This design comes from an exercise in tuning for small area, a short achievable clock period and few clock cycles per item on the open sky130 flow, not from production work. At most, simulation tests tie the RTL to the original design; equivalence was not proved.

Setup of before:
// mult
module mult(
      input  reset,
      input  clk,
      input  [31:0] a_in,
      input  [31:0] b_in,
      input  start,
      output logic [63:0] product,
      output logic done);
clock: 4.0 ns
lec_check: 0
cap_margin: 20
core_margin: 2
core_utilization: 40
place_density: 0.6
setup_slack_margin: 0.15
slew_margin: 20
standard.sh (not shown) runs the stock make flow with config.mk's settings and CLKGATE_MAP_FILE= SYNTH_SCRIPT=/design/flow/synth_recipe.tcl, a recipe that flattens the netlist after the stock synthesis.
==> flow/flow/run.sh <==
#!/bin/bash
# The standard layout (standard.sh) with these changes to its synthesis:
#  - Yosys's early "abc -fast" is skipped (SYNTH_ARGS=-noabc), so extract_fa
#    sees the carry-save tree as the RTL writes it;
#  - port buffers use the smallest buffer (the resizer upsizes where needed).
# Registers, their names and the flatten/rename steps are those of synth_recipe.tcl.
set -euo pipefail
HERE=$(pwd)
export SYNTH_ARGS="-noabc"
export BUFFER_PORTS_ARGS="-buffer_cell sky130_fd_sc_hd__buf_1"
sed 's|^\( *\)extract_fa {\*}\[dont_use_extract_fa_args\]$|\1extract_fa {*}[dont_use_extract_fa_args] * w:og* w:op* %u o:product %u %ci1 %d|' \
  "$FLOW_HOME/scripts/synth.tcl" > synth_x.tcl
grep -q 'o:product %u %ci1 %d' synth_x.tcl
sed -i 's|^\( *\)log_cmd abc {\*}\$abc_args$|\1log_cmd abc {*}$lib_args {*}$lib_dont_use_args -script {+strash;map,-D,1200;buffer;upsize,-D,1200;dnsize,-D,1200} o:product %ci*:-sky130_fd_sc_hd__edfxtp_1\n\1log_cmd abc {*}$abc_args|' synth_x.tcl
grep -q -- '-script {+strash;map,-D,1200;buffer;upsize,-D,1200;dnsize,-D,1200} o:product' synth_x.tcl
sed "s|source \$::env(SCRIPTS_DIR)/synth.tcl|source $HERE/synth_x.tcl|" synth_recipe.tcl > synth_recipe_x.tcl
grep -q "source $HERE/synth_x.tcl" synth_recipe_x.tcl
sed "s|SYNTH_SCRIPT=[^ ]*|SYNTH_SCRIPT=$HERE/synth_recipe_x.tcl|" standard.sh > standard_x.sh
bash standard_x.sh synth > synth.log 2>&1
bash standard.sh > standard.log 2>&1
No crash in before: every stage finished, but the layout fails its final checks due to setup timing.
## Diff of input files: after against before
# before
export LEC_CHECK = 0
export CAP_MARGIN = 20
export CORE_MARGIN = 2
export CORE_UTILIZATION = 40
export PLACE_DENSITY = 0.6
export SETUP_SLACK_MARGIN = 0.15
export SLEW_MARGIN = 20
create_clock -name core_clock -period 4.0 [get_ports {clk}]
# after
export LEC_CHECK = 0
export CAP_MARGIN = 20
export CORE_MARGIN = 2
export CORE_UTILIZATION = 40
export PLACE_DENSITY = 0.6
export SLEW_MARGIN = 20
create_clock -name core_clock -period 4.0 [get_ports {clk}]
--- outcome ---
| after | all stages done | FAIL | setup timing |. Average wire length per cell after detail routing, after and before: larger value in before. Comparing after and before, the lower number of setup violations in the final report was measured on before. Going from before to after, initial antenna violation count higher; tightest hold margin now smaller; core utilization now smaller; die area saw little to no change. Relative to before, the final area of after is lower by 740 sq um. In after relative to before, area of placed instances had gone down slightly.
No functional check of the RTL was part of any run of this note.

---

mult, a different RTL version from the one above (not shown whole).
Size: about 910 cells after synthesis, about 130 I/O pins, roughly 12,000 um2 of cells after synthesis.
clock: 4.0 ns
lec_check: 0
cap_margin: 20
core_margin: 2
core_utilization: 40
place_density: 0.6
slew_margin: 20
==> flow/flow/run.sh <==
#!/bin/bash
# The standard layout (standard.sh) with these changes to its synthesis:
#  - Yosys's early "abc -fast" is skipped (SYNTH_ARGS=-noabc), so extract_fa
#    sees the carry-save tree as the RTL writes it;
#  - port buffers use the smallest buffer (the resizer upsizes where needed).
# Registers, their names and the flatten/rename steps are those of synth_recipe.tcl.
set -euo pipefail
HERE=$(pwd)
export SYNTH_ARGS="-noabc"
export BUFFER_PORTS_ARGS="-buffer_cell sky130_fd_sc_hd__buf_1"
sed 's|^\( *\)extract_fa {\*}\[dont_use_extract_fa_args\]$|\1extract_fa {*}[dont_use_extract_fa_args] * w:og* w:op* %u o:product %u %ci1 %d|' \
  "$FLOW_HOME/scripts/synth.tcl" > synth_x.tcl
grep -q 'o:product %u %ci1 %d' synth_x.tcl
sed "s|source \$::env(SCRIPTS_DIR)/synth.tcl|source $HERE/synth_x.tcl|" synth_recipe.tcl > synth_recipe_x.tcl
grep -q "source $HERE/synth_x.tcl" synth_recipe_x.tcl
sed "s|SYNTH_SCRIPT=[^ ]*|SYNTH_SCRIPT=$HERE/synth_recipe_x.tcl|" standard.sh > standard_x.sh
bash standard_x.sh synth > synth.log 2>&1
bash standard.sh > standard.log 2>&1
The starting point finished but fails on setup timing.
Testbench counts at the start, summed over its fixed seeds: cycles 6,000, items 1,200.
Then changed:
--- a/flow/flow/run.sh
+++ b/flow/flow/run.sh
@@ -13,2 +13,4 @@
 grep -q 'o:product %u %ci1 %d' synth_x.tcl
+sed -i 's|^\( *\)log_cmd abc {\*}\$abc_args$|\1log_cmd abc {*}$lib_args {*}$lib_dont_use_args -script {+strash;dch;map,-D,600;buffer;upsize,-D,600;dnsize,-D,600} o:product %ci*:-sky130_fd_sc_hd__edfxtp_1\n\1log_cmd abc {*}$abc_args|' synth_x.tcl
+grep -q -- '-script {+strash;dch;map,-D,600;buffer;upsize,-D,600;dnsize,-D,600} o:product' synth_x.tcl
 sed "s|source \$::env(SCRIPTS_DIR)/synth.tcl|source $HERE/synth_x.tcl|" synth_recipe.tcl > synth_recipe_x.tcl
What happened:
- The new run went through all stages and came out clean
- global-route usage goes up by 0.57 points
- sequential cell count is unchanged
- die area increases by roughly a tenth
Then changed:
--- a/flow/flow/run.sh
+++ b/flow/flow/run.sh
@@ -13,4 +13,4 @@
 grep -q 'o:product %u %ci1 %d' synth_x.tcl
-sed -i 's|^\( *\)log_cmd abc {\*}\$abc_args$|\1log_cmd abc {*}$lib_args {*}$lib_dont_use_args -script {+strash;dch;map,-D,600;buffer;upsize,-D,600;dnsize,-D,600} o:product %ci*:-sky130_fd_sc_hd__edfxtp_1\n\1log_cmd abc {*}$abc_args|' synth_x.tcl
-grep -q -- '-script {+strash;dch;map,-D,600;buffer;upsize,-D,600;dnsize,-D,600} o:product' synth_x.tcl
+sed -i 's|^\( *\)log_cmd abc {\*}\$abc_args$|\1log_cmd abc {*}$lib_args {*}$lib_dont_use_args -script {+strash;map,-D,1200;buffer;upsize,-D,1200;dnsize,-D,1200} o:product %ci*:-sky130_fd_sc_hd__edfxtp_1\n\1log_cmd abc {*}$abc_args|' synth_x.tcl
+grep -q -- '-script {+strash;map,-D,1200;buffer;upsize,-D,1200;dnsize,-D,1200} o:product' synth_x.tcl
 sed "s|source \$::env(SCRIPTS_DIR)/synth.tcl|source $HERE/synth_x.tcl|" synth_recipe.tcl > synth_recipe_x.tcl
Non-clock buffer count went up by 1.
Critical path depth came out higher by 5.
Then changed:
==> flow/flow/run.sh (replaced) <==
#!/bin/bash
export SYNTH_ARGS="-noabc"
export BUFFER_PORTS_ARGS="-buffer_cell sky130_fd_sc_hd__buf_1"
bash standard.sh > standard.log 2>&1
The new run produced a clean layout.
Routed wire length came out lower by 0.80%.
Non-clock buffer count came out higher by 11.
Critical path depth came out lower by 1.
Worst hold slack is worse by 0.0032 ns.
Die area came out lower by 3.9%.
Via count came out lower by 3.8%.
Core utilization came out higher by 1.6 points.

---

Setup of north:
mult, a different RTL version from the one above (not shown whole).
Size in the first run: roughly 1,400 cells after synthesis, ~110 flip-flops, roughly 130 I/O pins.
clock: 4.0 ns
lec_check: 0
cap_margin: 20
core_margin: 2
core_utilization: 40
place_density: 0.6
setup_slack_margin: 0.3
slew_margin: 20
==> flow/flow/run.sh <==
#!/bin/bash
# The standard layout (standard.sh) with these changes to its synthesis:
#  - Yosys's early "abc -fast" is skipped (SYNTH_ARGS=-noabc), so extract_fa
#    sees the carry-save tree as the RTL writes it;
#  - port buffers use the smallest buffer (the resizer upsizes where needed).
# Registers, their names and the flatten/rename steps are those of synth_recipe.tcl.
set -euo pipefail
HERE=$(pwd)
export SYNTH_ARGS="-noabc"
export BUFFER_PORTS_ARGS="-buffer_cell sky130_fd_sc_hd__buf_1"
sed 's|^\( *\)extract_fa {\*}\[dont_use_extract_fa_args\]$|\1extract_fa {*}[dont_use_extract_fa_args] * w:og* w:op* %u o:product %u %ci1 %d|' \
  "$FLOW_HOME/scripts/synth.tcl" > synth_x.tcl
grep -q 'o:product %u %ci1 %d' synth_x.tcl
sed -i 's|^\( *\)log_cmd abc {\*}\$abc_args$|\1log_cmd abc {*}$lib_args {*}$lib_dont_use_args -script {+strash;map,-D,1200;buffer;upsize,-D,1200;dnsize,-D,1200} o:product %ci*:-sky130_fd_sc_hd__edfxtp_1\n\1log_cmd abc {*}$abc_args|' synth_x.tcl
grep -q -- '-script {+strash;map,-D,1200;buffer;upsize,-D,1200;dnsize,-D,1200} o:product' synth_x.tcl
sed "s|source \$::env(SCRIPTS_DIR)/synth.tcl|source $HERE/synth_x.tcl|" synth_recipe.tcl > synth_recipe_x.tcl
grep -q "source $HERE/synth_x.tcl" synth_recipe_x.tcl
sed "s|SYNTH_SCRIPT=[^ ]*|SYNTH_SCRIPT=$HERE/synth_recipe_x.tcl|" standard.sh > standard_x.sh
bash standard_x.sh synth > synth.log 2>&1
bash standard.sh > standard.log 2>&1
Testbench counts of north, summed over its fixed seeds: cycles 3,600, items 1,200.
[inputs] south vs north
- CORE_UTILIZATION now 55, was 40
- CTS_BUF_LIST now sky130_fd_sc_hd__clkbuf_8, previously not set
- PLACE_DENSITY now 0.7, was 0.6
- SETUP_SLACK_MARGIN no longer set, was 0.3
Findings:
Cmp south and north / period utilization / higher: south
For south, the capture point of the critical path was cw[1]$_DFFE_PP_, unlike north, where it was cw[22]$_DFFE_PP_.
north → south: post-detailed-routing wire length fell by 3400 µm, non-clock buffer instance count of the final layout shrank by about 16%.

---

Another version of the RTL of mult (not shown whole).
For scale: roughly 1400 cells after synthesis, roughly 120 flip-flops, roughly 130 I/O pins.
clock: 4.0 ns
lec_check: 0
cap_margin: 20
core_margin: 2
core_utilization: 50
cts_buf_list: sky130_fd_sc_hd__clkbuf_8
place_density: 0.65
setup_slack_margin: 0.1
slew_margin: 20
Scripts as last shown in full above: flow/flow/run.sh
Testbench counts at the start, summed over its fixed seeds: cycles 3,600, items 1,200.
Next try:
Settings changed: CORE_UTILIZATION 50 to 55, CTS_CLUSTER_DIAMETER set to 120, CTS_CLUSTER_SIZE set to 40, PLACE_DENSITY 0.65 to 0.7.
After rerunning: Die area went down by about 9%. Sequential share of layout area climbs by 0.10 points. Via count goes up by about 0.5%. Worst hold slack gains 0.024 ns. Final area is lower by 0.58%.
Next try:
Settings changed: CTS_CLUSTER_DIAMETER 120 to unset, CTS_CLUSTER_SIZE 40 to unset, SETUP_SLACK_MARGIN 0.1 to 0.2.
Effect: Via count is higher by 2.8%; worst setup slack gets worse by 0.060 ns; routed wire length is higher by 6.6%; global-route usage is higher by 1.2 points; cell area is higher by 6.6%; synthesized area stays the same; synthesized cell count is unchanged; critical path depth is unchanged.

---

mult with an RTL version that a note above also has.
For scale: about 110 flip-flops, roughly 130 I/O pins, roughly 17000 sq um of cells after synthesis.
==> flow/design.v (excerpt) <==
module mult(
      input  reset,
      input  clk,
      input  [31:0] a_in,
      input  [31:0] b_in,
      input  start,
      output logic [63:0] product,
      output logic done);
  logic busy;                
  logic selb;                
  logic [1:0] cnt;
  logic [31:0] sw, cw;     
  logic [10:0] ls, lc;     
  logic [21:0] l;          
  wire [10:0] bsel = selb ? l[10:0] : b_in[10:0];
  logic selc;                
  wire [10:0] bselc = selc ? l[10:0] : b_in[10:0];
  wire [31:0] ws = sw & {32{busy}};
  wire [31:0] wc = cw & {32{busy}};
  wire [11:0] lres = ls + lc;
  wire cyi = busy & lres[11];   
  wire [31:0] pp0 = a_in & {{16{bselc[0]}}, {16{bsel[0]}}};
  wire [31:0] pp1 = a_in & {{16{bselc[1]}}, {16{bsel[1]}}};
  wire [31:0] pp2 = a_in & {{16{bselc[2]}}, {16{bsel[2]}}};
  wire [31:0] pp3 = a_in & {{16{bselc[3]}}, {16{bsel[3]}}};
  wire [31:0] pp4 = a_in & {{16{bselc[4]}}, {16{bsel[4]}}};
  wire [31:0] pp5 = a_in & {{16{bselc[5]}}, {16{bsel[5]}}};
  wire [31:0] pp6 = a_in & {{16{bselc[6]}}, {16{bsel[6]}}};
  wire [31:0] pp7 = a_in & {{16{bselc[7]}}, {16{bsel[7]}}};
  wire [31:0] pp8 = a_in & {{16{bselc[8]}}, {16{bsel[8]}}};
  wire [31:0] pp9 = a_in & {{16{bselc[9]}}, {16{bsel[9]}}};
  wire [31:0] pp10 = a_in & {{16{bselc[10]}}, {16{bsel[10]}}};
  wire s1 = wc[7] ^ ws[7];
  wire c2 = wc[7] & ws[7];
  wire s3 = wc[8] ^ ws[8] ^ pp0[8];
  wire c4 = (wc[8] & ws[8]) | (wc[8] & pp0[8]) | (ws[8] & pp0[8]);
  wire s5 = pp1[7] ^ pp2[6];
  wire c6 = pp1[7] & pp2[6];
  wire s7 = wc[9] ^ ws[9] ^ pp0[9];
  wire c8 = (wc[9] & ws[9]) | (wc[9] & pp0[9]) | (ws[9] & pp0[9]);
  ...
clock: 4.0 ns
lec_check: 0
cap_margin: 20
core_margin: 2
core_utilization: 40
cts_buf_list: sky130_fd_sc_hd__clkbuf_8
place_density: 0.6
slew_margin: 20
Scripts as last shown in full above: flow/flow/run.sh
Testbench counts at the start, summed over its fixed seeds: cycles 3,600, items 1,200.
Change:
Settings changed: CTS_BUF_LIST sky130_fd_sc_hd__clkbuf_8 to unset.
The changed run produced a clean layout.
Setup slack got worse by 0.0077 ns.
Sequential cell count is unchanged.
First-iteration DRC count went up by 8.8%.
Die area stays the same.
Final cell count stays flat.
Hold slack improved by 0.041 ns.

## what the ideal ports hide
The results above use ideal ports. As a check the final layouts listed here were re-extracted and re-timed, cells and wires unchanged. Step 1, drivers: a clkbuf_16 drives clk and a buf_2 each remaining input, both assumed. Step 2 also shifts input and output timing later by t, the mid clock arrival at the registers, as if the neighbouring blocks saw the same clock. Slacks: ideal ports / drivers / drivers and shift; pairs: ideal ports / drivers.
run | t (ns) | setup slack, ns | worst hold slack (ns) | worst setup path at the end | cell pins on the clock port's net
before | 0.433 | -0.015 / -0.015 / -0.256 | 0.279 / 0.247 / 0.530 | input to register | 1
after | 0.431 | -0.027 / -0.027 / -0.267 | 0.274 / 0.256 / 0.523 | input to register | 1
the first run of note 2 | 0.409 | -0.019 / -0.071 / 0.324 | 0.312 / 0.280 / 0.497 | input to register | 1
the second run of note 2 | 0.413 | 0.511 / 0.511 / 0.251 | 0.306 / 0.279 / 0.492 | input to register | 1
the third run of note 2 | 0.408 | 0.238 / 0.191 / 0.201 | 0.308 / 0.283 / 0.496 | input to register | 1
the fourth run of note 2 | 0.412 | 0.056 / 0.006 / 0.374 | 0.304 / 0.276 / 0.505 | input to register | 1
north | 0.480 | 0.070 / 0.070 / -0.233 | 0.244 / 0.218 / 0.520 | input to register | 1
south | 0.500 | 0.049 / 0.049 / -0.272 | 0.229 / 0.207 / 0.527 | input to register | 1
the first run of note 4 | 0.528 | 0.189 / 0.189 / -0.307 | 0.221 / 0.207 / 0.499 | input to register | 1
the second run of note 4 | 0.510 | 0.148 / 0.148 / -0.301 | 0.245 / 0.221 / 0.497 | input to register | 1
the third run of note 4 | 0.516 | 0.088 / 0.088 / -0.366 | 0.229 / 0.198 / 0.524 | input to register | 1
the first run of note 5 | 0.520 | 0.054 / 0.054 / -0.304 | 0.225 / 0.196 / 0.520 | input to register | 1
the second run of note 5 | 0.490 | 0.047 / 0.047 / -0.317 | 0.266 / 0.230 / 0.510 | input to register | 1
With both steps, setup timing fails in 7 of these runs, where it was met with ideal ports. The setup slack of the first run of note 4, which loses most, moves by 0.000 ns with the drivers and by -0.496 ns with both steps.
